Background: an optimization exercise with open tools, aiming at small area, a short achievable clock period and few clock cycles. Do not read the settings as production practice.
Only simulation tests tie the RTL to the original design; equivalence was not proved.
Power is estimated from default activity; no workload was simulated.

==> flow/design.v <==
module top(
    input             clk,
    input             rst,
    input             read_n,
    input             start_in,
    input             valid_input,
    input      [7:0]  r_addr,
    input      [7:0]  X_load,
    output            ry,
    output     [8:0]  data_out,
    output            finish
);
  reg [1:0] ph;
  always @(posedge clk or negedge rst)
    if (!rst) ph <= 2'd0;
    else      ph <= ph + 2'd1;
  wire [1:0] col_head = 2'd0 - ph;    
  reg [3:0] sl;
  always @(posedge clk or negedge rst)
    if (!rst) sl <= 4'b0100;
    else      sl <= {sl[0], sl[3:1]};
  reg       loading;
  reg [4:0] cnt;
  reg [1:0] jslot;      
  reg       fin_r;
  always @(posedge clk or negedge rst)
    if (!rst) begin
      loading <= 1'b0;
      cnt     <= 5'd0;
      jslot   <= 2'd3;
      fin_r   <= 1'b0;
    end else begin
      fin_r <= valid_input & loading & (cnt == 5'd31);
      if (start_in) begin
        loading <= 1'b1;
        cnt     <= 5'd0;
        jslot   <= jslot + 2'd1;
      end else if (valid_input & loading) begin
        cnt <= cnt + 5'd1;
        if (cnt == 5'd31) loading <= 1'b0;
      end
    end
  reg [7:0] xb0, xb1, xb2, xb3;
  reg [2:0] kb0, kb1, kb2, kb3;
  reg [3:0] pend;
  wire       vin = valid_input & loading;
  wire [3:0] ld  = {4{vin}} & (4'b0001 << cnt[1:0]);
  always @(posedge clk) begin
    if (ld[0]) begin xb0 <= X_load; kb0 <= cnt[4:2]; end
    if (ld[1]) begin xb1 <= X_load; kb1 <= cnt[4:2]; end
    if (ld[2]) begin xb2 <= X_load; kb2 <= cnt[4:2]; end
    if (ld[3]) begin xb3 <= X_load; kb3 <= cnt[4:2]; end
  end
  always @(posedge clk or negedge rst)
    if (!rst) pend <= 4'd0;
    else      pend <= ld | (pend & ~sl);
  function [6:0] coef;
    input [1:0] c;
    input [2:0] k;
    begin
      case ({c, k})
        5'd0:  coef = 7'b1100011;
        5'd1:  coef = 7'b1000000;
        5'd2:  coef = 7'b0110110;
        5'd3:  coef = 7'b1001110;
        5'd4:  coef = 7'b1101101;
        5'd5:  coef = 7'b1010101;
        5'd6:  coef = 7'b1000011;
        5'd7:  coef = 7'b0100110;
        5'd8:  coef = 7'b1011010;
        5'd9:  coef = 7'b0110000;
        5'd10: coef = 7'b1001000;
        5'd11: coef = 7'b1110001;
        5'd12: coef = 7'b1101011;
        5'd13: coef = 7'b1110011;
        5'd14: coef = 7'b1111000;
        5'd15: coef = 7'b1101000;
        5'd16: coef = 7'b0000000;
        5'd17: coef = 7'b0000000;
        5'd18: coef = 7'b0001011;
        5'd19: coef = 7'b0100001;
        5'd20: coef = 7'b0000010;
        5'd21: coef = 7'b0110110;
        5'd22: coef = 7'b0101011;
        5'd23: coef = 7'b1000101;
        5'd24: coef = 7'b1110110;
        5'd25: coef = 7'b0100110;
        5'd26: coef = 7'b0101011;
        5'd27: coef = 7'b1101110;
        5'd28: coef = 7'b0101011;
        5'd29: coef = 7'b0010001;
        5'd30: coef = 7'b1000000;
        default: coef = 7'b1101101;
      endcase
    end
  endfunction
  function [9:0] digits;
    input [6:0] a;
    begin
      digits[2:0] = {a[1:0] == 2'd3, a[1:0] == 2'd2, a[1:0] == 2'd1};
      digits[5:3] = {a[3:2] == 2'd3, a[3:2] == 2'd2, a[3:2] == 2'd1};
      digits[8:6] = {a[5:4] == 2'd3, a[5:4] == 2'd2, a[5:4] == 2'd1};
      digits[9]   = a[6];
    end
  endfunction
  reg [7:0] xsel;
  reg [2:0] ksel;
  wire [3:0] sp = sl & pend;
  always @(*) begin
    xsel = ({8{sp[0]}} & xb0) | ({8{sp[1]}} & xb1) | ({8{sp[2]}} & xb2) | ({8{sp[3]}} & xb3);
    ksel = ({3{sl[0]}} & kb0) | ({3{sl[1]}} & kb1) | ({3{sl[2]}} & kb2) | ({3{sl[3]}} & kb3);
  end
  reg [7:0] xs;
  reg [9:0] x3s;
  reg [2:0] ks;
  reg       fs;
  reg       vs;
  always @(posedge clk) begin
    xs  <= xsel;
    x3s <= {2'b00, xsel} + {1'b0, xsel, 1'b0};
    ks  <= ksel;
    fs  <= (ksel == 3'd0);
  end
  always @(posedge clk or negedge rst)
    if (!rst) vs <= 1'b0;
    else      vs <= |sp;
  function [9:0] pp;
    input [2:0] d;
    input [7:0] x;
    input [9:0] x3;
    pp = ({10{d[0]}} & {2'b00, x}) | ({10{d[1]}} & {1'b0, x, 1'b0}) |
         ({10{d[2]}} & x3);
  endfunction
  function [29:0] csa4;
    input [9:0] dg;
    input [7:0] x;
    input [9:0] x3;
    reg [14:0] a, b, c, d, s1, c1, s2, c2;
    begin
      a  = {5'd0, pp(dg[2:0], x, x3)};
      b  = {3'd0, pp(dg[5:3], x, x3), 2'd0};
      c  = {1'd0, pp(dg[8:6], x, x3), 4'd0};
      d  = {1'd0, {8{dg[9]}} & x, 6'd0};
      s1 = a ^ b ^ c;
      c1 = {(a[13:0] & b[13:0]) | (a[13:0] & c[13:0]) | (b[13:0] & c[13:0]), 1'b0};
      s2 = s1 ^ c1 ^ d;
      c2 = {(s1[13:0] & c1[13:0]) | (s1[13:0] & d[13:0]) | (c1[13:0] & d[13:0]), 1'b0};
      csa4 = {c2, s2};
    end
  endfunction
  reg [29:0] cs0, cs1, cs2, cs3;
  wire       z1 = vs & fs;     
  always @(posedge clk) begin
    cs0 <= csa4(digits(coef(2'd0, ks)), xs, x3s);
    cs1 <= csa4(digits(coef(2'd1, ks)), xs, x3s);
    cs2 <= csa4(digits(coef(2'd2, ks)), xs, x3s);
    cs3 <= csa4(digits(coef(2'd3, ks)), xs, x3s);
  end
  reg v2;      
  reg sh;      
  always @(posedge clk or negedge rst)
    if (!rst) begin
      v2 <= 1'b0;
      sh <= 1'b0;
    end else begin
      v2 <= vs;
      sh <= vs & fs;
    end
  wire [1:0]  rsel;                    
  wire [17:0] h0, h1, h3;              
  wire [15:0] h2;
  wire [17:0] q0, q1, q3;              
  wire [15:0] q2;
  function [18:0] acc3;
    input [17:0] h;
    input [29:0] v;
    reg   [17:0] a, b, s, c;
    reg   [9:0]  lo;
    reg   [8:0]  hi;
    begin
      a   = {3'd0, v[14:0]};
      b   = {3'd0, v[29:15]};
      s   = h ^ a ^ b;
      c   = {(h[16:0] & a[16:0]) | (h[16:0] & b[16:0]) | (a[16:0] & b[16:0]), 1'b0};
      lo  = {1'b0, s[8:0]} + {1'b0, c[8:0]};
      hi  = s[17:9] + c[17:9];
      acc3 = {lo[9], hi, lo[8:0]};
    end
  endfunction
  wire [18:0] sum0 = acc3(h0, cs0);
  wire [18:0] sum1 = acc3(h1, cs1);
  wire [18:0] sum2 = acc3({2'd0, h2}, cs2);
  wire [18:0] sum3 = acc3(h3, cs3);
  ring_row #(.W(18)) u_row0 (.clk(clk), .mv(z1), .sel(rsel), .sum(sum0), .acc(h0), .head(q0));
  ring_row #(.W(18)) u_row1 (.clk(clk), .mv(z1), .sel(rsel), .sum(sum1), .acc(h1), .head(q1));
  ring_row #(.W(16)) u_row2 (.clk(clk), .mv(z1), .sel(rsel), .sum({sum2[18], sum2[15:0]}), .acc(h2), .head(q2));
  ring_row #(.W(18)) u_row3 (.clk(clk), .mv(z1), .sel(rsel), .sum(sum3), .acc(h3), .head(q3));
  reg [3:0] shd;
  always @(posedge clk or negedge rst)
    if (!rst)          shd <= 4'b1111;
    else if (start_in) shd <= 4'b0000;
    else if (sh)       shd <= shd | (4'b0001 << col_head);
  localparam S_IDLE = 2'd0, S_B0 = 2'd1, S_B1 = 2'd2, S_WAIT = 2'd3;
  reg [1:0]  st;
  reg [5:0]  pred;
  reg [1:0]  pinc;      
  reg        pfv;
  reg        ry_r;
  reg [8:0]  do_r;
  reg [17:0] pf;
  wire       nb0 = (st == S_B0);
  reg  [1:0] ra, rb;
  reg  [3:0] ta, tb;
  wire [3:0] tgt = nb0 ? tb : ta;
  wire [1:0] tn  = nb0 ? pinc : pred[5:4];
  assign rsel = nb0 ? rb : ra;
  reg [17:0] cap;
  always @(*) begin
    case (tgt[3:2])
      2'd0: cap = q0;
      2'd1: cap = q1;
      2'd2: cap = {2'd0, q2};
      default: cap = q3;
    endcase
  end
  wire busy = ~&shd | ((jslot == tn) & (loading | (|pend) | vs | v2));
  wire cap_now = ~pfv & (col_head == tgt[1:0]) & ~busy;
  wire [1:0] jslot_nx = jslot + {1'b0, start_in};
  reg  [5:0] pred_nx;
  reg  [1:0] pinc_nx;
  always @(*) begin
    pred_nx = pred;
    pinc_nx = pinc;
    if (st == S_IDLE && ~read_n) begin
      pred_nx = r_addr[5:0];
      pinc_nx = r_addr[5:4] + {1'b0, &r_addr[3:0]};
    end else if (st == S_B0) begin
      pred_nx = pred + 6'd1;
      pinc_nx = pred[5:4] + {1'b0, &pred[3:0]} + {1'b0, pred[3:0] == 4'd14};
    end
  end
  wire req     = ~read_n;
  wire hit     = (r_addr[5:0] == pred) & (pfv | cap_now);
  always @(posedge clk or negedge rst)
    if (!rst) begin
      st   <= S_IDLE;
      pred <= 6'd0;
      pinc <= 2'd0;
      ra   <= 2'd3;
      rb   <= 2'd3;
      ta   <= 4'd0;
      tb   <= 4'd1;
      pfv  <= 1'b0;
      ry_r <= 1'b0;
    end else begin
      pred <= pred_nx;
      pinc <= pinc_nx;
      ra   <= jslot_nx - pred_nx[5:4];
      ta   <= pred_nx[3:0];
      tb   <= pred_nx[3:0] + 4'd1;
      rb   <= jslot_nx - pinc_nx;
      case (st)
        S_IDLE: begin
          ry_r <= req & hit;
          if (req) st <= hit ? S_B0 : S_WAIT;
        end
        S_WAIT: begin
          ry_r <= cap_now;
          if (cap_now) st <= S_B0;
        end
        S_B0: begin
          ry_r <= 1'b1;
          st   <= S_B1;
        end
        default: begin
          ry_r <= 1'b0;
          st   <= S_IDLE;
        end
      endcase
      if ((loading & (jslot == pred[5:4])) || (st == S_IDLE && req)) pfv <= 1'b0;
      else if (st == S_B0)                                            pfv <= cap_now;
      else if (cap_now)                                               pfv <= 1'b1;
    end
  always @(posedge clk) begin
    if (cap_now) pf <= cap;
    case (st)
      S_B0:    do_r <= pf[17:9];
      S_WAIT:  do_r <= cap[8:0];
      default: do_r <= pfv ? pf[8:0] : cap[8:0];
    endcase
  end
  assign ry       = ry_r;
  assign data_out = do_r;
  assign finish   = fin_r;
endmodule
module ring_row #(parameter W = 18) (
    input              clk,
    input              mv,
    input      [1:0]   sel,
    input      [W:0]   sum,
    output     [W-1:0] acc,
    output reg [W-1:0] head
);
  reg [W-1:0] a0, a1, a2, a3;
  reg [W-1:0] b0, b1, b2, b3;
  reg [W-1:0] c0, c1, c2, c3;
  reg [W-1:0] d0, d1, d2, d3;
  reg         cy;
  always @(posedge clk) begin
    a0 <= mv ? {W{1'b0}} : a1; a1 <= a2; a3 <= sum[W-1:0]; cy <= sum[W];
    a2 <= {a3[W-1:9] + {{(W-10){1'b0}}, cy}, a3[8:0]};
    b0 <= mv ? a1 : b1;        b1 <= b2; b2 <= b3; b3 <= b0;
    c0 <= mv ? b1 : c1;        c1 <= c2; c2 <= c3; c3 <= c0;
    d0 <= mv ? c1 : d1;        d1 <= d2; d2 <= d3; d3 <= d0;
  end
  assign acc = a0;
  always @(*) begin
    case (sel)
      2'd0: head = a0;
      2'd1: head = b0;
      2'd2: head = c0;
      default: head = d0;
    endcase
  end
endmodule
==> flow/flow/run.sh <==
#!/bin/bash
set -euo pipefail
bash standard.sh SETUP_SLACK_MARGIN=5.3 finish > flow_make.log 2>&1
==> flow/standard.sh <==
#!/bin/bash
# synth_recipe.tcl (not shown) runs the flow's synth.tcl, then flattens the netlist and writes it again
# the make line also repeats each setting of config.mk as NAME=value (left out here)
make -C /OpenROAD-flow-scripts/flow DESIGN_CONFIG=/design/flow/config.mk WORK_HOME=/design/flow/orfs CLKGATE_MAP_FILE= SYNTH_SCRIPT=/design/flow/synth_recipe.tcl "${@:-finish}"
==> flow/config.mk <==
export PLATFORM = sky130hd
export DESIGN_NAME = top
export DESIGN_NICKNAME = top
export VERILOG_FILES = /design/flow/design.v
export SDC_FILE = /design/flow/constraint.sdc
export NUM_CORES = 4
export LEC_CHECK = 0
export CAP_MARGIN = 20
export CORE_MARGIN = 2
export CORE_UTILIZATION = 45
export CTS_CLUSTER_DIAMETER = 100
export CTS_CLUSTER_SIZE = 22
export SLEW_MARGIN = 20
==> flow/constraint.sdc <==
create_clock -name core_clock -period 8.0 [get_ports {clk}]
set_input_delay 1.6000 -clock core_clock [delete_from_list [all_inputs] [get_ports {clk}]]
set_output_delay 1.6000 -clock core_clock [all_outputs]
set_load 0.01 [all_outputs]
==> impl_metrics.prom, run 1 <==
# TYPE chip_impl_metric gauge
chip_impl_info{name="outcome",value="no timing/DRC/antenna violations"} 1
chip_impl_metric{name="post_synth_net_total",unit=""} 3367
chip_impl_metric{name="place_hpwl",unit="um"} 57250
chip_impl_metric{name="p_leak",unit="nW"} 20.11
chip_impl_metric{name="detailedRoute.firstPassIterationCount",unit=""} 7
chip_impl_info{name="synth_top_cell_by_area",value="dfxtp_1"} 1
chip_impl_metric{name="layout.filler_cells",unit=""} 8007
chip_impl_metric{name="postSynthCellCount",unit=""} 3092
chip_impl_metric{name="first_global_vias",unit=""} 23530
chip_impl_metric{name="tritoncts.num_buffers",unit=""} 72
chip_impl_info{name="largest_cells_by_area_after_synthesis",value="dfxtp_1 (58%), mux2_2 (6.3%), fa_1 (4.6%)"} 1
chip_impl_metric{name="port_buffers",unit=""} 29
chip_impl_metric{name="largest_net_degree_at_the_start_of_global_routing",unit=""} 69
chip_impl_metric{name="vdd.ir_drop.worst",unit="mV"} 0.2648
chip_impl_metric{name="finalWeightedCongestion",unit=""} 0.8487
chip_impl_metric{name="sequential_cell_area",unit="mm2"} 0.02829
chip_impl_info{name="final_cell_mix",value="dfxtp_1 (1246), mux2_2 (241), ha_1 (152)"} 1
chip_impl_metric{name="wire_per_inst",unit="um"} 20.41
chip_impl_metric{name="preCtsSetupSlack",unit="ns"} 4.113
chip_impl_metric{name="vias",unit=""} 22590
chip_impl_metric{name="die_w",unit="um"} 313.7
chip_impl_metric{name="finish.instance_area",unit="mm2"} 0.04785
chip_impl_info{name="layout_commonest_cell",value="dfxtp_1"} 1
chip_impl_metric{name="synthDominantCellAreaShare",unit=""} 0.5845
chip_impl_metric{name="yosys_register_bits",unit=""} 1368
chip_impl_metric{name="power-per-cell-area",unit="mW/mm2"} 279.7
chip_impl_metric{name="dr.first_iter.drc_count",unit=""} 1629
chip_impl_info{name="rsz_0062_raised_after_global_routing",value="yes"} 1
chip_impl_metric{name="max_cap_violations",unit=""} 0
chip_impl_metric{name="worst_setup_hold_path_clk_slew",unit="ns"} 0.09
chip_impl_metric{name="tritoncts_num_sinks",unit=""} 1368
chip_impl_info{name="critPathKind",value="reg -> out"} 1
chip_impl_metric{name="drcViolationCount",unit=""} 0
chip_impl_metric{name="die_h",unit="um"} 313.7
chip_impl_info{name="dominant_delay_contributor_by_cell_family_on_the_critical_path",value="flip-flops"} 1
chip_impl_metric{name="postRouteAntennaNets",unit=""} 0
chip_impl_metric{name="finish.net_count",unit=""} 3413
chip_impl_metric{name="coreArea",unit="mm2"} 0.09501
chip_impl_info{name="start_kind",value="flop"} 1
chip_impl_metric{name="cpPeakStageDelay",unit="ns"} 0.40
chip_impl_metric{name="cts_hold_buffers",unit=""} 0
chip_impl_metric{name="final_setup_violation_count",unit=""} 0
chip_impl_metric{name="insertion_delay_to_the_later_sink_of_the_worst_skew_pair",unit="ns"} 0.65
chip_impl_metric{name="required_time_worst_endpoint",unit="ns"} 6.40
chip_impl_metric{name="n_antenna_cell",unit=""} 0
chip_impl_metric{name="postSynthAreaPerCell",unit="um2"} 13.96
chip_impl_metric{name="global_route.usage.total",unit=""} 0.1822
chip_impl_metric{name="clk_path_buf_depth",unit=""} 3
chip_impl_metric{name="yosys_warnings",unit=""} 3
chip_impl_info{name="hp-class",value="reg -> reg"} 1
chip_impl_metric{name="layout_worst_path_cycle_share",unit=""} 0.3450
chip_impl_info{name="tritoncts_clock_tree",value="built"} 1
chip_impl_metric{name="final_hold_viol_count",unit=""} 0
chip_impl_metric{name="area_of_the_multi_input_gates",unit="mm2"} 0.01427
chip_impl_info{name="clock-root-buffer",value="clkbuf_16"} 1
chip_impl_metric{name="yosys.cell_types.count",unit=""} 75
chip_impl_metric{name="gr-total-overflow",unit=""} 0
chip_impl_metric{name="worst_path_maximum_fanout",unit=""} 1
chip_impl_metric{name="synth_enable_flop_cells",unit=""} 62
chip_impl_metric{name="worst_relative_slew_slack",unit=""} 0.2991
chip_impl_metric{name="core.rowCount",unit=""} 113
chip_impl_metric{name="area_growth",unit="%"} 10.87
chip_impl_metric{name="final_layout_size_suffix_gt1_frac",unit=""} 0.1808
chip_impl_metric{name="fin_skew",unit="ns"} 0.02132
chip_impl_info{name="crit_path_end_kind",value="output pin"} 1
chip_impl_metric{name="fin_setup_tns",unit="ns"} 0
chip_impl_metric{name="slew_viol_final",unit=""} 0
chip_impl_metric{name="die_area",unit="mm2"} 0.09839
chip_impl_metric{name="timing.fmax",unit="MHz"} 362.3
chip_impl_metric{name="top_level_ports",unit=""} 32
chip_impl_metric{name="netlist_area",unit="mm2"} 0.04316
chip_impl_metric{name="h-tree-depth",unit=""} 3
chip_impl_metric{name="grt_first_pass_wirelength",unit="um"} 138300
chip_impl_info{name="cp_cell_sequence",value="buf_6"} 1
chip_impl_metric{name="crit_arrival",unit="ns"} 1.16
chip_impl_metric{name="synth-async-reset-ratio",unit=""} 0.03363
chip_impl_info{name="critical-path-slowest-cell",value="dfxtp_4"} 1
chip_impl_metric{name="detail_route.wirelength",unit="um"} 90320
chip_impl_metric{name="path_buf_inv",unit=""} 1
chip_impl_metric{name="antenna_found_initial",unit=""} 3
chip_impl_metric{name="final_worst_setup_slack",unit="ns"} 5.240
chip_impl_metric{name="floorplan.initialDensity",unit=""} 0.4542
chip_impl_metric{name="tightest_slew",unit="ns"} 1.043
chip_impl_metric{name="post_dp_cell_area",unit="mm2"} 0.04470
chip_impl_metric{name="synth_seq_area_share",unit=""} 0.6547
chip_impl_info{name="synth_ff_type",value="dfxtp_1"} 1
chip_impl_metric{name="final_period_minus_worst_setup_slack",unit="ns"} 2.760
chip_impl_metric{name="viasPerCell",unit=""} 5.107
[cell type report]
cell class | count | share of cell area
clock buffer | 91 | 0.04137
clock inverter | 4 | 0.0008629
sequential | 1368 | 0.5913
multi-input combinational | 1495 | 0.2982
inverter | 95 | 0.007740
timing repair buffer | 106 | 0.02746
tap | 1265 | 0.03308
[logic make-up after synthesis]
kind of cell,after synthesis,share of synthesized area
simple gates,438,0.05140
xor+xnor,112,0.02273
compound gates,352,0.05761
flops,1368,0.6547
mux,336,0.1001
fa+ha+maj,254,0.09104
buf+inv,231,0.02235
other cells,1,0.00008690
[registers in the layout (all words and copies together) (netlist names), 24 cells and up, named ones only]
signal,flops
cs0,25
cs3,25
cs2,25
cs1,24
[Yosys cell counts, drive strengths merged, types with 27 or more instances]
library cell	number
o21ai	63
nand2	126
a21oi	66
xnor2	83
mux2i	43
fa	100
and2	103
and3	28
mux2	243
a22o	30
a22oi	57
xor2	29
clkbuf	109
nor2	64
ha	154
dfxtp	1260
nand3	40
mux4	50
inv	94
buf	27
nor2b	30
dfrtp	34
edfxtp	62
[through the flow]
stage,hold WS [ns],cells,util,power (W)
after global routing,0.3168,4424,0.5036,0.01391
after global placement,0.3097,4277,0.4705,0.009038
after floorplan,0.3096,3092,-,0.008385
after CTS,0.3151,4389,0.4977,0.01326
final,0.3139,4424,0.5036,0.01338
after detailed placement,0.3121,4277,0.4705,0.009047
[where the power goes]
part           leakage, nW  internal [W]  switching, W
Combinational         7.87       0.00102       0.00136
Clock                0.982       0.00175       0.00206
Sequential            11.3       0.00703      0.000163
Total                 20.1       0.00980       0.00358
[final timing paths]
path	from	endpoint	slack (ns)	cells after the start
setup / recovery	do_r[2]	data_out[2]	5.24	1
hold / removal	u_row2.a2[6]	u_row2.a1[6]	0.31	0
setup reg to reg	st[1]	do_r[0]	5.26	12
hold reg to reg	u_row2.a2[6]	u_row2.a1[6]	0.31	0
max in group asynchronous	rst	sl[3]	6.18	1
min in group asynchronous	rst	pfv	1.12	1
[repair_timing]
action	CTS	global route
buffers inserted	12	29
gates resized for setup	149	60
setup endpoints to repair	236	126
pin swaps	15	18
cloned	5	6
[per-layer routing]
| metal | vias to the layer above | global-route usage | part of all wire |
|---|---|---|---|
| met3 | 111 | 0.02573 | 0.044 |
| li1 | 10630 | - | - |
| met4 | 0 | 0.05426 | 0.021 |
| met2 | 509 | 0.2962 | 0.46 |
| met1 | 11340 | 0.2537 | 0.47 |
| met5 | - | 0 | 0 |
Testbench counts, summed over its fixed seeds: cycles 5,344.
==> run 2, diff against run 1 <==
--- a/flow/config.mk
+++ b/flow/config.mk
@@ -9,5 +9,6 @@
 export CORE_MARGIN = 2
 export CORE_UTILIZATION = 45
 export CTS_CLUSTER_DIAMETER = 100
-export CTS_CLUSTER_SIZE = 22
+export CTS_CLUSTER_SIZE = 25
 export SLEW_MARGIN = 20
+export TNS_END_PERCENT = 10
==> impl_metrics.prom, run 2 <==
# TYPE chip_impl_metric gauge
chip_impl_info{name="outcome",value="no timing/DRC/antenna violations"} 1
chip_impl_metric{name="insertion_delay_to_the_later_sink_of_the_worst_skew_pair",unit="ns"} 0.69
chip_impl_metric{name="largest_net_degree_at_the_start_of_global_routing",unit=""} 73
chip_impl_metric{name="first_global_vias",unit=""} 23380
chip_impl_metric{name="postSynthAreaPerCell",unit="um2"} 13.96
chip_impl_info{name="tritoncts_clock_tree",value="built"} 1
chip_impl_metric{name="sw_frac_of_total",unit=""} 0.2703
chip_impl_metric{name="n_antenna_cell",unit=""} 0
chip_impl_metric{name="floorplan.initialDensity",unit=""} 0.4542
chip_impl_info{name="critical-path-slowest-cell",value="dfxtp_4"} 1
chip_impl_metric{name="coreArea",unit="mm2"} 0.09501
chip_impl_metric{name="post_synth_net_total",unit=""} 3367
chip_impl_metric{name="die_area",unit="mm2"} 0.09839
chip_impl_info{name="clock-root-buffer",value="clkbuf_16"} 1
chip_impl_metric{name="top_level_ports",unit=""} 32
chip_impl_metric{name="detail_route.wirelength",unit="um"} 90000
chip_impl_metric{name="worst_relative_slew_slack",unit=""} 0.3244
chip_impl_metric{name="tritoncts_num_sinks",unit=""} 1368
chip_impl_metric{name="r2r_setup_slack",unit="ns"} 5.21
chip_impl_metric{name="required_time_worst_endpoint",unit="ns"} 6.40
chip_impl_metric{name="slew_viol_final",unit=""} 0
chip_impl_metric{name="clk_path_buf_depth",unit=""} 3
chip_impl_metric{name="drcViolationCount",unit=""} 0
chip_impl_info{name="largest_cells_by_area_after_synthesis",value="dfxtp_1 (58%), mux2_2 (6.3%), fa_1 (4.6%)"} 1
chip_impl_metric{name="synth_seq_area_share",unit=""} 0.6547
chip_impl_metric{name="finalWeightedCongestion",unit=""} 0.8586
chip_impl_info{name="synth_ff_type",value="dfxtp_1"} 1
chip_impl_metric{name="area_growth",unit="%"} 9.617
chip_impl_info{name="hp-class",value="reg -> reg"} 1
chip_impl_metric{name="vdd.ir_drop.worst",unit="mV"} 0.2369
chip_impl_metric{name="synth-async-reset-ratio",unit=""} 0.03363
chip_impl_metric{name="cpPeakStageDelay",unit="ns"} 0.41
chip_impl_metric{name="antenna_found_initial",unit=""} 1
chip_impl_info{name="layout_commonest_cell",value="dfxtp_1"} 1
chip_impl_info{name="start_kind",value="flop"} 1
chip_impl_metric{name="detailedRoute.firstPassIterationCount",unit=""} 6
chip_impl_info{name="rsz_0062_raised_after_global_routing",value="yes"} 1
chip_impl_metric{name="netlist_area",unit="mm2"} 0.04316
chip_impl_info{name="dominant_delay_contributor_by_cell_family_on_the_critical_path",value="flip-flops"} 1
chip_impl_metric{name="p_leak",unit="nW"} 19.84
chip_impl_info{name="crit_path_end_kind",value="output pin"} 1
chip_impl_metric{name="path_buf_inv",unit=""} 1
chip_impl_metric{name="die_w",unit="um"} 313.7
chip_impl_metric{name="timing.fmax",unit="MHz"} 356.5
chip_impl_metric{name="yosys.cell_types.count",unit=""} 75
chip_impl_info{name="final_cell_mix",value="dfxtp_1 (1248), mux2_2 (241), ha_1 (152)"} 1
chip_impl_metric{name="fin_setup_tns",unit="ns"} 0
chip_impl_info{name="synth.most_common_cell",value="dfxtp_1"} 1
chip_impl_metric{name="vias",unit=""} 22320
chip_impl_metric{name="fin_skew",unit="ns"} 0.04061
chip_impl_metric{name="tritoncts.num_buffers",unit=""} 61
chip_impl_metric{name="pwr-share-comb",unit=""} 0.176
chip_impl_info{name="synth_cell_count_leaders",value="dfxtp_1 (1260), mux2_2 (241), ha_1 (154), nand2_1 (126), clkbuf_1 (109)"} 1
chip_impl_metric{name="finish.net_count",unit=""} 3392
chip_impl_metric{name="dr.first_iter.drc_count",unit=""} 1432
chip_impl_metric{name="worst_path_maximum_fanout",unit=""} 1
chip_impl_metric{name="place_hpwl",unit="um"} 56660
chip_impl_metric{name="global_route.usage.total",unit=""} 0.1827
chip_impl_metric{name="final_period_minus_worst_setup_slack",unit="ns"} 2.805
chip_impl_metric{name="postRouteAntennaNets",unit=""} 0
chip_impl_metric{name="synth_enable_flop_cells",unit=""} 62
chip_impl_metric{name="core.rowCount",unit=""} 113
chip_impl_metric{name="die_h",unit="um"} 313.7
chip_impl_metric{name="gr-total-overflow",unit=""} 0
chip_impl_info{name="synth_top_cell_by_area",value="dfxtp_1"} 1
chip_impl_metric{name="crit_arrival",unit="ns"} 1.21
chip_impl_metric{name="final_hold_viol_count",unit=""} 0
chip_impl_metric{name="clockPowerShare",unit=""} 0.266
chip_impl_metric{name="grt_first_pass_wirelength",unit="um"} 138400
chip_impl_metric{name="final_layout_size_suffix_gt1_frac",unit=""} 0.1676
chip_impl_metric{name="max_cap_violations",unit=""} 0
chip_impl_metric{name="cts_hold_buffers",unit=""} 0
chip_impl_metric{name="worst_setup_hold_path_clk_slew",unit="ns"} 0.11
chip_impl_metric{name="yosys_register_bits",unit=""} 1368
chip_impl_metric{name="timing.hold.ws",unit="ns"} 0.3215
chip_impl_metric{name="synthDominantCellAreaShare",unit=""} 0.5845
chip_impl_info{name="cp_cell_sequence",value="buf_6"} 1
chip_impl_metric{name="final_setup_violation_count",unit=""} 0
chip_impl_metric{name="port_buffers",unit=""} 29
chip_impl_metric{name="pwr-share-seq",unit=""} 0.558
chip_impl_info{name="critPathKind",value="reg -> out"} 1
chip_impl_info{name="reg_top3",value="cs0 x25, cs2 x25, cs3 x25"} 1
chip_impl_metric{name="postSynthCellCount",unit=""} 3092
chip_impl_metric{name="power-per-cell-area",unit="mW/mm2"} 272.3
chip_impl_metric{name="h-tree-depth",unit=""} 2
chip_impl_metric{name="cellInternalPower",unit="W"} 0.009399
chip_impl_metric{name="tightest_slew",unit="ns"} 1.013
chip_impl_metric{name="power_switching",unit="W"} 0.003481
chip_impl_metric{name="yosys_warnings",unit=""} 3
chip_impl_metric{name="viasPerCell",unit=""} 5.068
chip_impl_metric{name="wire_per_inst",unit="um"} 20.44
chip_impl_metric{name="layout_worst_path_cycle_share",unit=""} 0.3506
## run 2: power by group through the flow
stage          registers [W]  clock network (W)  logic, W
2_1_floorplan        0.00725                  0   0.00112
6_report             0.00719            0.00343   0.00226
5_1_grt              0.00721            0.00377   0.00239
4_1_cts              0.00719            0.00354   0.00226
3_5_place_dp         0.00731                  0   0.00172
3_3_place_gp         0.00731                  0   0.00170
## run 2: path summary, 6_finish.rpt
| path | start | endpoint | cells past startpoint |
|---|---|---|---|
| worst min register to register | u_row3.c3[8] | u_row3.c2[8] | 0 |
| worst max register to register | st[0] | pf[14] | 13 |
| worst min-delay path | u_row3.c3[8] | u_row3.c2[8] | 0 |
| worst max-delay path | do_r[8] | data_out[8] | 1 |
| max in group asynchronous | rst | sl[0] | 1 |
| min in group asynchronous | rst | pred[4] | 1 |
## run 2: what timing repair did
action,CTS,global route
pin swaps,8,10
buffers inserted,23,8
hold endpoints to repair,0,0
gates cloned,8,3
setup endpoints to repair,182,135
resized for setup,124,43
## run 2: logic make-up after synthesis
logic type / share of synthesized area
other cells: 0.00008690
fa+ha+maj: 0.09104
flops: 0.6547
mux: 0.1001
xor+xnor: 0.02273
simple gates: 0.05140
buf+inv: 0.02235
compound gates: 0.05761
## run 2: final cells by class
cell class,count,area (um2)
clock buffers,80,1598
clock inverters,4,58.81
fillers,8109,47710
inverters,95,371.6
multi-input cells,1494,14190
flip-flops and latches,1368,28300
well taps,1265,1583
repair buffers,97,1205
## run 2: routing by layer
layer | wire length, um | vias to the layer above | global-route usage
li1 | - | 10590 | -
met5 | 13 | - | 0
met3 | 3122 | 117 | 0.02144
met4 | 1910 | 2 | 0.04741
met2 | 41860 | 398 | 0.2983
met1 | 43090 | 11210 | 0.2588
## run 2: stage by stage
stage,power (W),setup WS [ns],area [um2],std cells,utilization
floorplan,0.008373,5.058,43160,3092,-
global placement,0.009013,4.078,44690,4277,0.4704
detailed placement,0.009035,4.050,44690,4277,0.4704
CTS,0.01300,5.172,47030,4392,0.4950
global route,0.01337,5.138,47310,4403,0.4979
finish,0.01288,5.195,47310,4403,0.4979
==> run 3, diff against run 2 <==
--- a/flow/config.mk
+++ b/flow/config.mk
@@ -11,4 +11,4 @@
 export CTS_CLUSTER_DIAMETER = 100
 export CTS_CLUSTER_SIZE = 25
 export SLEW_MARGIN = 20
-export TNS_END_PERCENT = 10
+export TNS_END_PERCENT = 0
==> impl_metrics.prom, run 3 <==
# TYPE chip_impl_metric gauge
chip_impl_metric{name="r2r_setup_slack",unit="ns"} 5.22
chip_impl_info{name="dominant_delay_contributor_by_cell_family_on_the_critical_path",value="flip-flops"} 1
chip_impl_metric{name="fin_skew",unit="ns"} 0.04178
chip_impl_metric{name="cpPeakStageDelay",unit="ns"} 0.40
chip_impl_metric{name="clockPowerShare",unit=""} 0.267
chip_impl_metric{name="grt_first_pass_wirelength",unit="um"} 137600
chip_impl_info{name="synth_cell_count_leaders",value="dfxtp_1 (1260), mux2_2 (241), ha_1 (154), nand2_1 (126), clkbuf_1 (109)"} 1
chip_impl_metric{name="top_level_ports",unit=""} 32
chip_impl_metric{name="die_h",unit="um"} 313.7
chip_impl_info{name="synth_top_cell_by_area",value="dfxtp_1"} 1
chip_impl_metric{name="coreArea",unit="mm2"} 0.09501
chip_impl_info{name="hp-class",value="reg -> reg"} 1
chip_impl_metric{name="yosys_warnings",unit=""} 3
chip_impl_info{name="clock-root-buffer",value="clkbuf_16"} 1
chip_impl_metric{name="netlist_area",unit="mm2"} 0.04316
chip_impl_metric{name="post_synth_net_total",unit=""} 3367
chip_impl_info{name="cp-startpoint",value="do_r[8]"} 1
chip_impl_metric{name="n_antenna_cell",unit=""} 0
chip_impl_info{name="start_kind",value="flop"} 1
chip_impl_metric{name="final_period_minus_worst_setup_slack",unit="ns"} 2.800
chip_impl_info{name="critPathKind",value="reg -> out"} 1
chip_impl_metric{name="final_layout_size_suffix_gt1_frac",unit=""} 0.1650
chip_impl_metric{name="h-tree-depth",unit=""} 2
chip_impl_metric{name="synth-async-reset-ratio",unit=""} 0.03363
chip_impl_metric{name="synth_seq_area_share",unit=""} 0.6547
chip_impl_metric{name="timing.fmax",unit="MHz"} 357.1
chip_impl_metric{name="clk_path_buf_depth",unit=""} 3
chip_impl_metric{name="reg2regPathDepth",unit=""} 11
chip_impl_metric{name="drcViolationCount",unit=""} 0
chip_impl_info{name="crit_path_end_kind",value="output pin"} 1
chip_impl_info{name="tritoncts_clock_tree",value="built"} 1
chip_impl_metric{name="postSynthAreaPerCell",unit="um2"} 13.96
chip_impl_info{name="critPathCapture",value="data_out[8]"} 1
chip_impl_metric{name="pwr-share-seq",unit=""} 0.560
chip_impl_metric{name="gr-total-overflow",unit=""} 0
chip_impl_info{name="synth_ff_type",value="dfxtp_1"} 1
chip_impl_metric{name="floorplan.initialDensity",unit=""} 0.4542
chip_impl_metric{name="cellInternalPower",unit="W"} 0.009363
chip_impl_metric{name="crit_arrival",unit="ns"} 1.20
chip_impl_metric{name="viasPerCell",unit=""} 5.054
chip_impl_metric{name="crit_cells",unit=""} 1
chip_impl_metric{name="post-layout-total-power",unit="W"} 0.01283
chip_impl_metric{name="die_area",unit="mm2"} 0.09839
chip_impl_metric{name="pwr-share-comb",unit=""} 0.173
chip_impl_metric{name="fin_setup_tns",unit="ns"} 0
chip_impl_metric{name="fin_util",unit=""} 0.4961
chip_impl_metric{name="final_hold_viol_count",unit=""} 0
chip_impl_info{name="r2r_start",value="st[1]"} 1
chip_impl_metric{name="yosys.cell_types.count",unit=""} 75
chip_impl_info{name="largest_cells_by_area_after_synthesis",value="dfxtp_1 (58%), mux2_2 (6.3%), fa_1 (4.6%)"} 1
chip_impl_info{name="rsz_0062_raised_after_global_routing",value="yes"} 1
chip_impl_metric{name="die_w",unit="um"} 313.7
chip_impl_metric{name="vdd.ir_drop.worst",unit="mV"} 0.2369
chip_impl_metric{name="finalWeightedCongestion",unit=""} 0.8586
chip_impl_metric{name="vias",unit=""} 22230
chip_impl_metric{name="preCtsSetupSlack",unit="ns"} 4.050
chip_impl_metric{name="core.rowCount",unit=""} 113
chip_impl_metric{name="synthDominantCellAreaShare",unit=""} 0.5845
chip_impl_metric{name="required_time_worst_endpoint",unit="ns"} 6.40
chip_impl_info{name="synth.most_common_cell",value="dfxtp_1"} 1
chip_impl_metric{name="p_leak",unit="nW"} 19.77
chip_impl_metric{name="timing.hold.ws",unit="ns"} 0.3208
chip_impl_info{name="cp_cell_sequence",value="buf_6"} 1
chip_impl_metric{name="sw_frac_of_total",unit=""} 0.2701
chip_impl_metric{name="slew_viol_final",unit=""} 0
chip_impl_metric{name="synth_enable_flop_cells",unit=""} 62
chip_impl_metric{name="worst_path_maximum_fanout",unit=""} 1
chip_impl_metric{name="path_buf_inv",unit=""} 1
chip_impl_metric{name="area_growth",unit="%"} 9.231
chip_impl_metric{name="yosys_register_bits",unit=""} 1368
chip_impl_metric{name="port_buffers",unit=""} 29
chip_impl_metric{name="tightest_slew",unit="ns"} 1.014
chip_impl_info{name="layout_commonest_cell",value="dfxtp_1"} 1
chip_impl_metric{name="postSynthCellCount",unit=""} 3092
chip_impl_metric{name="largest_net_degree_at_the_start_of_global_routing",unit=""} 73
chip_impl_metric{name="max_cap_violations",unit=""} 0
chip_impl_metric{name="first_global_vias",unit=""} 23300
chip_impl_metric{name="cts_hold_buffers",unit=""} 0
chip_impl_metric{name="detail_route.wirelength",unit="um"} 89620
chip_impl_metric{name="insertion_delay_to_the_later_sink_of_the_worst_skew_pair",unit="ns"} 0.68
chip_impl_info{name="final_cell_mix",value="dfxtp_1 (1249), mux2_2 (241), ha_1 (152)"} 1
chip_impl_metric{name="finish.net_count",unit=""} 3388
chip_impl_metric{name="detailedRoute.firstPassIterationCount",unit=""} 6
chip_impl_info{name="reg_top3",value="cs0 x25, cs2 x25, cs3 x25"} 1
chip_impl_metric{name="global_route.usage.total",unit=""} 0.1814
chip_impl_metric{name="postRouteAntennaNets",unit=""} 0
chip_impl_metric{name="wire_per_inst",unit="um"} 20.37
chip_impl_metric{name="worst_relative_slew_slack",unit=""} 0.3241
chip_impl_metric{name="layout.filler_cells",unit=""} 8135
chip_impl_metric{name="worst_setup_hold_path_clk_slew",unit="ns"} 0.11
chip_impl_metric{name="tritoncts_num_sinks",unit=""} 1368
chip_impl_metric{name="final_setup_violation_count",unit=""} 0
chip_impl_metric{name="power-per-cell-area",unit="mW/mm2"} 272.2
chip_impl_metric{name="final_worst_setup_slack",unit="ns"} 5.200
chip_impl_info{name="worst_r2r_end",value="do_r[5]"} 1
chip_impl_info{name="outcome",value="no timing/DRC/antenna violations"} 1
chip_impl_metric{name="layout_worst_path_cycle_share",unit=""} 0.3500
chip_impl_metric{name="tritoncts.num_buffers",unit=""} 61
chip_impl_metric{name="power_switching",unit="W"} 0.003465
chip_impl_metric{name="place_hpwl",unit="um"} 56660
chip_impl_metric{name="dr.first_iter.drc_count",unit=""} 1415
chip_impl_metric{name="antenna_found_initial",unit=""} 0
chip_impl_info{name="critical-path-slowest-cell",value="dfxtp_4"} 1
[run 3: cell counts after synthesis]
Identical to the previous run, type by type.
[run 3: per-stage QoR]
step,instance area [um2],std cells
floorplan,43160,3092
global placement,44690,4277
detailed placement,44690,4277
CTS,46790,4378
global route,47140,4399
finish,47140,4399
[run 3: kinds of logic after synthesis]
kind of cell	synth area share
compound gates	0.05761
xor+xnor	0.02273
fa+ha+maj	0.09104
buf+inv	0.02235
flops	0.6547
mux	0.1001
other cells	0.00008690
simple gates	0.05140
[run 3: power by group through the flow]
stage	clock [W]	sequential [W]	combinational [W]
3_5_place_dp	0	0.00731	0.00172
2_1_floorplan	0	0.00725	0.00112
3_3_place_gp	0	0.00731	0.00170
6_report	0.00342	0.00719	0.00222
4_1_cts	0.00354	0.00719	0.00207
5_1_grt	0.00377	0.00721	0.00234
[run 3: cell type report]
type / count / area, um2 / share of cell area
Sequential cell: 1368 / 28290 / 0.6001
Multi-Input combinational cell: 1494 / 14160 / 0.3005
Clock buffer: 80 / 1598 / 0.03390
Tap cell: 1265 / 1583 / 0.03358
Timing Repair Buffer: 93 / 1082 / 0.02296
Inverter: 95 / 367.9 / 0.007804
Clock inverter: 4 / 58.81 / 0.001248
[run 3: routing by layer]
layer | track usage | routed length [um] | vias up | part of all wire
met4 | 0.04785 | 1976 | 0 | 0.022
li1 | - | - | 10580 | -
met2 | 0.2964 | 41870 | 375 | 0.47
met1 | 0.2571 | 42690 | 11160 | 0.48
met5 | 0 | 0 | - | 0
met3 | 0.02032 | 3078 | 126 | 0.034
[run 3: how the worst min path moves through the flow]
stage                  startpoint            end  slack [ns]  cells past startpoint
global placement    u_row1.d2[17]  u_row1.d1[17]        0.31                      0
CTS                  u_row3.c3[8]   u_row3.c2[8]        0.31                      0
global route         u_row3.c3[8]   u_row3.c2[8]        0.33                      0
finish               u_row3.c3[8]   u_row3.c2[8]        0.32                      0
floorplan            u_row0.a2[0]   u_row0.a1[0]        0.31                      0
detailed placement   u_row0.b3[7]   u_row0.b2[7]        0.31                      0
[run 3: repair_timing]
item | in CTS | in global routing
resized for setup | 114 | 35
setup buffers | 12 | 18
cloned | 5 | 3
endpoints found under the setup margin | 182 | 135
pin swaps | 3 | 8
==> run 4, diff against run 3 <==
--- a/flow/config.mk
+++ b/flow/config.mk
@@ -11,4 +11,3 @@
 export CTS_CLUSTER_DIAMETER = 100
 export CTS_CLUSTER_SIZE = 25
 export SLEW_MARGIN = 20
-export TNS_END_PERCENT = 0
==> impl_metrics.prom, run 4 <==
# TYPE chip_impl_metric gauge
chip_impl_info{name="outcome",value="no timing/DRC/antenna violations"} 1
chip_impl_metric{name="global_route.usage.total",unit=""} 0.1807
chip_impl_info{name="cp_cell_sequence",value="buf_6"} 1
chip_impl_metric{name="insertion_delay_to_the_later_sink_of_the_worst_skew_pair",unit="ns"} 0.68
chip_impl_metric{name="worst_path_maximum_fanout",unit=""} 1
chip_impl_info{name="synth.most_common_cell",value="dfxtp_1"} 1
chip_impl_metric{name="netlist_area",unit="mm2"} 0.04316
chip_impl_metric{name="r2r_setup_slack",unit="ns"} 5.28
chip_impl_metric{name="synth_compound_area_frac",unit=""} 0.05761
chip_impl_info{name="dominant_delay_contributor_by_cell_family_on_the_critical_path",value="flip-flops"} 1
chip_impl_metric{name="layout_worst_path_cycle_share",unit=""} 0.3506
chip_impl_metric{name="final_setup_violation_count",unit=""} 0
chip_impl_info{name="worst_r2r_end",value="do_r[1]"} 1
chip_impl_metric{name="grt_first_pass_wirelength",unit="um"} 137800
chip_impl_info{name="rsz_0062_raised_after_global_routing",value="yes"} 1
chip_impl_metric{name="vdd.ir_drop.worst",unit="mV"} 0.3029
chip_impl_metric{name="fin_setup_tns",unit="ns"} 0
chip_impl_metric{name="clk_path_buf_depth",unit=""} 3
chip_impl_metric{name="final_layout_size_suffix_gt1_frac",unit=""} 0.1787
chip_impl_metric{name="max_cap_violations",unit=""} 0
chip_impl_metric{name="place_hpwl",unit="um"} 57250
chip_impl_metric{name="worst_setup_hold_path_clk_slew",unit="ns"} 0.10
chip_impl_metric{name="cpPeakStageDelay",unit="ns"} 0.41
chip_impl_metric{name="die_h",unit="um"} 313.7
chip_impl_metric{name="first_global_vias",unit=""} 23330
chip_impl_metric{name="timing.fmax",unit="MHz"} 356.5
chip_impl_metric{name="antenna_found_initial",unit=""} 2
chip_impl_info{name="synth_ff_type",value="dfxtp_1"} 1
chip_impl_metric{name="drcViolationCount",unit=""} 0
chip_impl_metric{name="coreArea",unit="mm2"} 0.09501
chip_impl_metric{name="finish.net_count",unit=""} 3399
chip_impl_metric{name="yosys_warnings",unit=""} 3
chip_impl_metric{name="core.rowCount",unit=""} 113
chip_impl_metric{name="p_leak",unit="nW"} 19.88
chip_impl_metric{name="final_period_minus_worst_setup_slack",unit="ns"} 2.805
chip_impl_metric{name="viasPerCell",unit=""} 5.092
chip_impl_metric{name="port_buffers",unit=""} 29
chip_impl_info{name="final_cell_mix",value="dfxtp_1 (1246), mux2_2 (241), ha_1 (151)"} 1
chip_impl_metric{name="yosys_register_bits",unit=""} 1368
chip_impl_metric{name="synthDominantCellAreaShare",unit=""} 0.5845
chip_impl_info{name="critPathKind",value="reg -> out"} 1
chip_impl_info{name="hp-class",value="reg -> reg"} 1
chip_impl_metric{name="gr-total-overflow",unit=""} 0
chip_impl_metric{name="synth-xor-area-share",unit=""} 0.02273
chip_impl_metric{name="dr.first_iter.drc_count",unit=""} 1427
chip_impl_metric{name="area_growth",unit="%"} 10.08
chip_impl_metric{name="post_synth_mux_area_share",unit=""} 0.1001
chip_impl_metric{name="final_hold_viol_count",unit=""} 0
chip_impl_info{name="start_kind",value="flop"} 1
chip_impl_metric{name="synth-async-reset-ratio",unit=""} 0.03363
chip_impl_metric{name="postSynthCellCount",unit=""} 3092
chip_impl_metric{name="postRouteAntennaNets",unit=""} 0
chip_impl_info{name="reg_top3",value="cs0 x25, cs2 x25, cs3 x25"} 1
chip_impl_metric{name="synth_adder_area_share",unit=""} 0.09104
chip_impl_metric{name="largest_net_degree_at_the_start_of_global_routing",unit=""} 69
chip_impl_metric{name="n_antenna_cell",unit=""} 0
chip_impl_info{name="r2r_start",value="st[1]"} 1
chip_impl_metric{name="h-tree-depth",unit=""} 2
chip_impl_info{name="hold-path-endpoint",value="u_row0.d2[7]"} 1
chip_impl_info{name="hold_start",value="u_row0.d3[7]"} 1
chip_impl_metric{name="final_worst_setup_slack",unit="ns"} 5.195
chip_impl_metric{name="detailedRoute.firstPassIterationCount",unit=""} 7
chip_impl_metric{name="top_level_ports",unit=""} 32
chip_impl_info{name="critical-path-slowest-cell",value="dfxtp_4"} 1
chip_impl_metric{name="reg2regPathDepth",unit=""} 10
chip_impl_metric{name="power-per-cell-area",unit="mW/mm2"} 273.0
chip_impl_metric{name="synth_seq_area_share",unit=""} 0.6547
chip_impl_metric{name="crit_arrival",unit="ns"} 1.20
chip_impl_metric{name="worst_relative_slew_slack",unit=""} 0.2765
chip_impl_metric{name="synth_simple_gate_area_share",unit=""} 0.05140
chip_impl_info{name="synth_top_family_by_area",value="multiplexers"} 1
chip_impl_metric{name="fin_skew",unit="ns"} 0.02758
chip_impl_info{name="clock-root-buffer",value="clkbuf_16"} 1
chip_impl_metric{name="layout.filler_cells",unit=""} 8046
chip_impl_info{name="crit_path_end_kind",value="output pin"} 1
chip_impl_metric{name="vias",unit=""} 22430
chip_impl_metric{name="postSynthAreaPerCell",unit="um2"} 13.96
chip_impl_info{name="largest_cells_by_area_after_synthesis",value="dfxtp_1 (58%), mux2_2 (6.3%), fa_1 (4.6%)"} 1
chip_impl_metric{name="finalWeightedCongestion",unit=""} 0.8487
chip_impl_metric{name="detail_route.wirelength",unit="um"} 89380
chip_impl_info{name="synth_top_cell_by_area",value="dfxtp_1"} 1
chip_impl_metric{name="preCtsSetupSlack",unit="ns"} 4.113
chip_impl_metric{name="yosys.cell_types.count",unit=""} 75
chip_impl_info{name="layout_commonest_cell",value="dfxtp_1"} 1
chip_impl_metric{name="die_area",unit="mm2"} 0.09839
chip_impl_metric{name="min_path_cells",unit=""} 0
chip_impl_metric{name="slew_viol_final",unit=""} 0
chip_impl_metric{name="post_synth_net_total",unit=""} 3367
chip_impl_metric{name="tritoncts.num_buffers",unit=""} 60
chip_impl_metric{name="floorplan.initialDensity",unit=""} 0.4542
chip_impl_metric{name="wire_per_inst",unit="um"} 20.29
chip_impl_info{name="synth_cell_count_leaders",value="dfxtp_1 (1260), mux2_2 (241), ha_1 (154), nand2_1 (126), clkbuf_1 (109)"} 1
chip_impl_metric{name="required_time_worst_endpoint",unit="ns"} 6.40
chip_impl_metric{name="tightest_slew",unit="ns"} 1.077
chip_impl_metric{name="tritoncts_num_sinks",unit=""} 1368
chip_impl_info{name="tritoncts_clock_tree",value="built"} 1
chip_impl_metric{name="path_buf_inv",unit=""} 1
chip_impl_metric{name="synth_enable_flop_cells",unit=""} 62
chip_impl_metric{name="die_w",unit="um"} 313.7
run 4: logic make-up after synthesis:
kind of cell | Yosys count
flops | 1368
mux | 336
other cells | 1
buf+inv | 231
fa+ha+maj | 254
simple gates | 438
xor+xnor | 112
compound gates | 352
run 4: metal layers:
| layer | routed length (um) | track usage |
|---|---|---|
| met5 | 0 | 0 |
| met4 | 2444 | 0.05394 |
| met3 | 3559 | 0.02124 |
| met2 | 40990 | 0.2914 |
| met1 | 42390 | 0.2565 |
run 4: what timing repair did:
item	CTS	global route
gates resized for setup	166	58
gates cloned	6	6
pin swaps	20	22
setup buffers	21	17
setup endpoints to repair	229	141
hold buffers	0	0
run 4: stage by stage:
stage	util	total power, W	area (um2)	hold WS (ns)	instances
floorplan	-	0.008385	43180	0.3096	3092
global placement	0.4705	0.009038	44700	0.3097	4277
detailed placement	0.4705	0.009047	44700	0.3121	4277
CTS	0.4950	0.01294	47030	0.3206	4382
global route	0.5000	0.01348	47510	0.3310	4405
finish	0.5000	0.01297	47510	0.3221	4405
run 4: layout make-up:
type | count | area, um2 | share of cell area
Sequential cell | 1368 | 28290 | 0.5956
Multi-Input combinational cell | 1493 | 14300 | 0.3009
Tap cell | 1265 | 1583 | 0.03332
Clock buffer | 74 | 1575 | 0.03316
Timing Repair Buffer | 106 | 1333 | 0.02805
Inverter | 95 | 374.1 | 0.007875
Clock inverter | 4 | 52.55 | 0.001106
run 4: power by group:
| part | internal, W | leakage, nW | switching, W | total, W |
|---|---|---|---|---|
| logic | 0.00102 | 7.83 | 0.00135 | 0.00237 |
| registers | 0.00703 | 11.3 | 0.000153 | 0.00718 |
| clock network | 0.00142 | 0.794 | 0.00200 | 0.00342 |
| total | 0.00947 | 19.9 | 0.00350 | 0.0130 |
run 4: worst register-to-register path: stages (launching register included):
cell     delay (ns)
dfrtp_1        0.40
inv_2          0.08
ha_4           0.19
mux2i_4        0.30
buf_12         0.20
buf_16         0.19
mux4_2         0.55
a22oi_2        0.30
a22oi_2        0.19
o21ai_1        0.15
nand3_1        0.09
run 4: worst max path at each step:
stage	from	end	depth (start not counted)
floorplan	r_addr[1]	rb[1]	7
global placement	read_n	ra[1]	6
detailed placement	read_n	ra[1]	6
CTS	ry_r	ry	1
global route	do_r[2]	data_out[2]	1
finish	do_r[2]	data_out[2]	1
==> run 5, diff against run 4 <==
==> flow/flow/run.sh (replaced) <==
#!/bin/bash
set -euo pipefail
bash standard.sh SETUP_SLACK_MARGIN=5.5 finish > flow_make.log 2>&1
==> impl_metrics.prom, run 5 <==
# TYPE chip_impl_metric gauge
chip_impl_metric{name="global_route.usage.total",unit=""} 0.1847
chip_impl_metric{name="worst_path_maximum_fanout",unit=""} 1
chip_impl_metric{name="final_hold_viol_count",unit=""} 0
chip_impl_metric{name="cellInternalPower",unit="W"} 0.009890
chip_impl_metric{name="die_area",unit="mm2"} 0.09839
chip_impl_metric{name="vdd.ir_drop.worst",unit="mV"} 0.2197
chip_impl_metric{name="max_cap_violations",unit=""} 0
chip_impl_info{name="synth_ff_type",value="dfxtp_1"} 1
chip_impl_metric{name="post_synth_net_total",unit=""} 3367
chip_impl_metric{name="path_buf_inv",unit=""} 1
chip_impl_info{name="synth_top_cell_by_area",value="dfxtp_1"} 1
chip_impl_metric{name="cpPeakStageDelay",unit="ns"} 0.41
chip_impl_metric{name="post_dp_cell_area",unit="mm2"} 0.04469
chip_impl_metric{name="viasPerCell",unit=""} 5.122
chip_impl_info{name="synth.most_common_cell",value="dfxtp_1"} 1
chip_impl_info{name="hp-class",value="reg -> reg"} 1
chip_impl_metric{name="postSynthCellCount",unit=""} 3092
chip_impl_metric{name="synthDominantCellAreaShare",unit=""} 0.5845
chip_impl_metric{name="clockPowerShare",unit=""} 0.248
chip_impl_metric{name="fin_skew",unit="ns"} 0.03160
chip_impl_metric{name="fin_setup_tns",unit="ns"} 0
chip_impl_metric{name="p_leak",unit="nW"} 20.59
chip_impl_metric{name="postRouteAntennaNets",unit=""} 0
chip_impl_metric{name="post_layout_nonfiller_instances",unit=""} 4493
chip_impl_metric{name="final_period_minus_worst_setup_slack",unit="ns"} 2.801
chip_impl_metric{name="crit_arrival",unit="ns"} 1.20
chip_impl_metric{name="slew_viol_final",unit=""} 0
chip_impl_metric{name="place_hpwl",unit="um"} 58160
chip_impl_metric{name="final_setup_violation_count",unit=""} 0
chip_impl_metric{name="yosys_register_bits",unit=""} 1368
chip_impl_metric{name="area_growth",unit="%"} 13.70
chip_impl_info{name="tritoncts_clock_tree",value="built"} 1
chip_impl_metric{name="layout_worst_path_cycle_share",unit=""} 0.3501
chip_impl_info{name="dominant_delay_contributor_by_cell_family_on_the_critical_path",value="flip-flops"} 1
chip_impl_metric{name="finish.net_count",unit=""} 3488
chip_impl_metric{name="floorplan.initialDensity",unit=""} 0.4542
chip_impl_metric{name="tritoncts_num_sinks",unit=""} 1368
chip_impl_metric{name="finish.instance_area",unit="mm2"} 0.04907
chip_impl_metric{name="worst_setup_hold_path_clk_slew",unit="ns"} 0.10
chip_impl_metric{name="power_switching",unit="W"} 0.003788
chip_impl_metric{name="tritoncts.num_buffers",unit=""} 60
chip_impl_metric{name="antenna_found_initial",unit=""} 1
chip_impl_info{name="synth_cell_count_leaders",value="dfxtp_1 (1260), mux2_2 (241), ha_1 (154), nand2_1 (126), clkbuf_1 (109)"} 1
chip_impl_metric{name="clk_path_buf_depth",unit=""} 3
chip_impl_info{name="critPathKind",value="reg -> out"} 1
chip_impl_info{name="critical-path-slowest-cell",value="dfxtp_4"} 1
chip_impl_metric{name="tightest_slew",unit="ns"} 0.8446
chip_impl_metric{name="synth_seq_area_share",unit=""} 0.6547
chip_impl_info{name="final_cell_mix",value="dfxtp_1 (1241), mux2_2 (238), ha_1 (142)"} 1
chip_impl_info{name="crit_path_end_kind",value="output pin"} 1
chip_impl_info{name="layout_commonest_cell",value="dfxtp_1"} 1
chip_impl_metric{name="detailedRoute.firstPassIterationCount",unit=""} 6
chip_impl_metric{name="detail_route.wirelength",unit="um"} 94100
chip_impl_metric{name="vias",unit=""} 23010
chip_impl_metric{name="coreArea",unit="mm2"} 0.09501
chip_impl_metric{name="gr-total-overflow",unit=""} 0
chip_impl_metric{name="die_h",unit="um"} 313.7
chip_impl_metric{name="required_time_worst_endpoint",unit="ns"} 6.40
chip_impl_metric{name="largest_net_degree_at_the_start_of_global_routing",unit=""} 60
chip_impl_metric{name="postSynthAreaPerCell",unit="um2"} 13.96
chip_impl_metric{name="wire_per_inst",unit="um"} 20.94
chip_impl_metric{name="drcViolationCount",unit=""} 0
chip_impl_metric{name="pwr-share-comb",unit=""} 0.224
chip_impl_metric{name="port_buffers",unit=""} 29
chip_impl_metric{name="dr.first_iter.drc_count",unit=""} 1514
chip_impl_metric{name="synth_enable_flop_cells",unit=""} 62
chip_impl_metric{name="top_level_ports",unit=""} 32
chip_impl_info{name="start_kind",value="flop"} 1
chip_impl_metric{name="sw_frac_of_total",unit=""} 0.2770
chip_impl_metric{name="pwr-share-seq",unit=""} 0.527
chip_impl_metric{name="timing.fmax",unit="MHz"} 357.0
chip_impl_metric{name="worst_relative_slew_slack",unit=""} 0.4369
chip_impl_info{name="cp_cell_sequence",value="buf_6"} 1
chip_impl_metric{name="netlist_area",unit="mm2"} 0.04316
chip_impl_metric{name="insertion_delay_to_the_later_sink_of_the_worst_skew_pair",unit="ns"} 0.69
chip_impl_metric{name="final_layout_size_suffix_gt1_frac",unit=""} 0.2240
chip_impl_metric{name="grt_first_pass_wirelength",unit="um"} 139700
chip_impl_metric{name="n_antenna_cell",unit=""} 0
chip_impl_metric{name="core.rowCount",unit=""} 113
chip_impl_metric{name="finalWeightedCongestion",unit=""} 0.8833
chip_impl_metric{name="die_w",unit="um"} 313.7
chip_impl_metric{name="post-place-cells",unit=""} 4275
chip_impl_info{name="largest_cells_by_area_after_synthesis",value="dfxtp_1 (58%), mux2_2 (6.3%), fa_1 (4.6%)"} 1
chip_impl_metric{name="cts_hold_buffers",unit=""} 0
chip_impl_info{name="clock-root-buffer",value="clkbuf_16"} 1
chip_impl_metric{name="yosys.cell_types.count",unit=""} 75
chip_impl_info{name="reg_top3",value="cs0 x25, cs2 x25, cs3 x25"} 1
chip_impl_info{name="outcome",value="no timing/DRC/antenna violations"} 1
chip_impl_metric{name="power-per-cell-area",unit="mW/mm2"} 278.8
chip_impl_metric{name="yosys_warnings",unit=""} 3
chip_impl_info{name="rsz_0062_raised_after_global_routing",value="yes"} 1
chip_impl_metric{name="h-tree-depth",unit=""} 2
chip_impl_metric{name="synth-async-reset-ratio",unit=""} 0.03363
chip_impl_metric{name="first_global_vias",unit=""} 23690
==> run 5: cell count changes in the layout (fill, tap and decap cells not counted), sizes merged, moves of 2 or more <==
cell and delta:
bufbuf +6, clkdlybuf4s50 -6, inv +2, dlygate4sd2 +4, buf +80
==> run 5: stage by stage <==
step                setup WS (ns)  total power [W]  utilization  hold slack, ns
finish                      5.199          0.01368       0.5164          0.3108
global route                5.148          0.01417       0.5164          0.3293
CTS                         5.153          0.01326       0.5028          0.3107
detailed placement          4.150         0.009047       0.4703          0.3121
global placement            4.138         0.009031       0.4703          0.3097
floorplan                   5.329         0.008398            -          0.3096
==> run 5: power groups by stage <==
stage / clock network, W / logic (W) / registers (W)
final: 0.00340 / 0.00307 / 0.00721
after detailed placement: 0 / 0.00172 / 0.00732
after CTS: 0.00350 / 0.00256 / 0.00720
after global routing: 0.00374 / 0.00320 / 0.00723
after floorplan: 0 / 0.00115 / 0.00725
after global placement: 0 / 0.00171 / 0.00732
==> run 5: cell type report <==
| cell class | count | area (um2) |
|---|---|---|
| Fill cell | 7973 | 45950 |
| Sequential cell | 1368 | 28310 |
| Multi-Input combinational cell | 1496 | 14830 |
| Timing Repair Buffer | 192 | 2365 |
| Tap cell | 1265 | 1583 |
| Clock buffer | 74 | 1575 |
| Inverter | 95 | 380.4 |
| Clock inverter | 3 | 26.28 |
==> run 5: path summary, 6_finish.rpt <==
path / startpoint / slack [ns] / depth (start not counted) / end
setup / recovery: do_r[4] / 5.20 / 1 / data_out[4]
hold / removal: u_row0.b2[9] / 0.31 / 0 / u_row0.b1[9]
setup reg to reg: st[1] / 5.27 / 12 / do_r[2]
hold reg to reg: u_row0.b2[9] / 0.31 / 0 / u_row0.b1[9]
max in group asynchronous: rst / 6.67 / 1 / sl[0]
min in group asynchronous: rst / 0.90 / 1 / st[0]
==> run 5: routing by layer <==
metal  up-vias  wire length, um  track usage
li1      10790                -            -
met2       530            43610       0.3010
met5         -                0            0
met4         0             2996      0.05633
met3       184             3745      0.02401
met1     11510            43740       0.2574
==> run 5: logic make-up (layout without fill, tap and decap cells) <==
| family | Yosys count | after routing | share of synthesized area |
|---|---|---|---|
| buf+inv | 231 | 364 | 0.02235 |
| simple gates | 438 | 439 | 0.05140 |
| fa+ha+maj | 254 | 254 | 0.09104 |
| other cells | 1 | 1 | 0.00008690 |
| xor+xnor | 112 | 112 | 0.02273 |
| compound gates | 352 | 353 | 0.05761 |
| mux | 336 | 337 | 0.1001 |
| flops | 1368 | 1368 | 0.6547 |
==> run 5: worst register-to-register path, stage by stage (launching register included) <==
cell and delay [ns]:
dfrtp_1 0.41, inv_2 0.09, ha_4 0.16, buf_4 0.12, buf_12 0.13, mux2_8 0.45, buf_16 0.21, mux4_2 0.32
a22oi_2 0.29, a22oi_2 0.09, buf_6 0.17, o21ai_2 0.06, nand3_1 0.10
==> run 5: repair_timing <==
action,CTS,global route
hold endpoints to repair,0,0
endpoints found under the setup margin,236,136
gates cloned,15,8
pin swaps,42,81
setup buffers,46,72
resized for setup,243,139

==> static timing again, ports no longer ideal <==
Ports are ideal in the flow. The routed layouts listed here were re-timed in OpenROAD. Step 1: set_driving_cell puts a clkbuf_16 on clk and a buf_2 on each other input, an assumption about the parent block. Step 2 also shifts input and output timing later by t, the mid clock arrival at the registers, as if the neighbouring blocks saw the same clock. Slacks: ideal ports / drivers / drivers and shift; pairs: ideal ports / drivers.
| run | t (ns) | slack for setup (ns) | hold slack, ns | worst setup path after step 2 | pins driven straight from the clock port |
|---|---|---|---|---|---|
| run 1 | 0.704 | 5.240 / 5.170 / 4.678 | 0.314 / 0.314 / 0.314 | input to register | 1 |
| run 2 | 0.735 | 5.195 / 5.127 / 4.610 | 0.322 / 0.322 / 0.322 | input to register | 1 |
| run 3 | 0.732 | 5.200 / 5.130 / 4.601 | 0.321 / 0.321 / 0.321 | input to register | 1 |
| run 4 | 0.737 | 5.195 / 5.124 / 4.675 | 0.322 / 0.322 / 0.322 | input to register | 1 |
| run 5 | 0.742 | 5.199 / 5.127 / 4.774 | 0.311 / 0.311 / 0.311 | input to register | 1 |
After both steps every run listed still meets setup and hold. The setup slack of run 3, which loses most, moves by -0.070 ns with the drivers and by -0.599 ns with both steps.
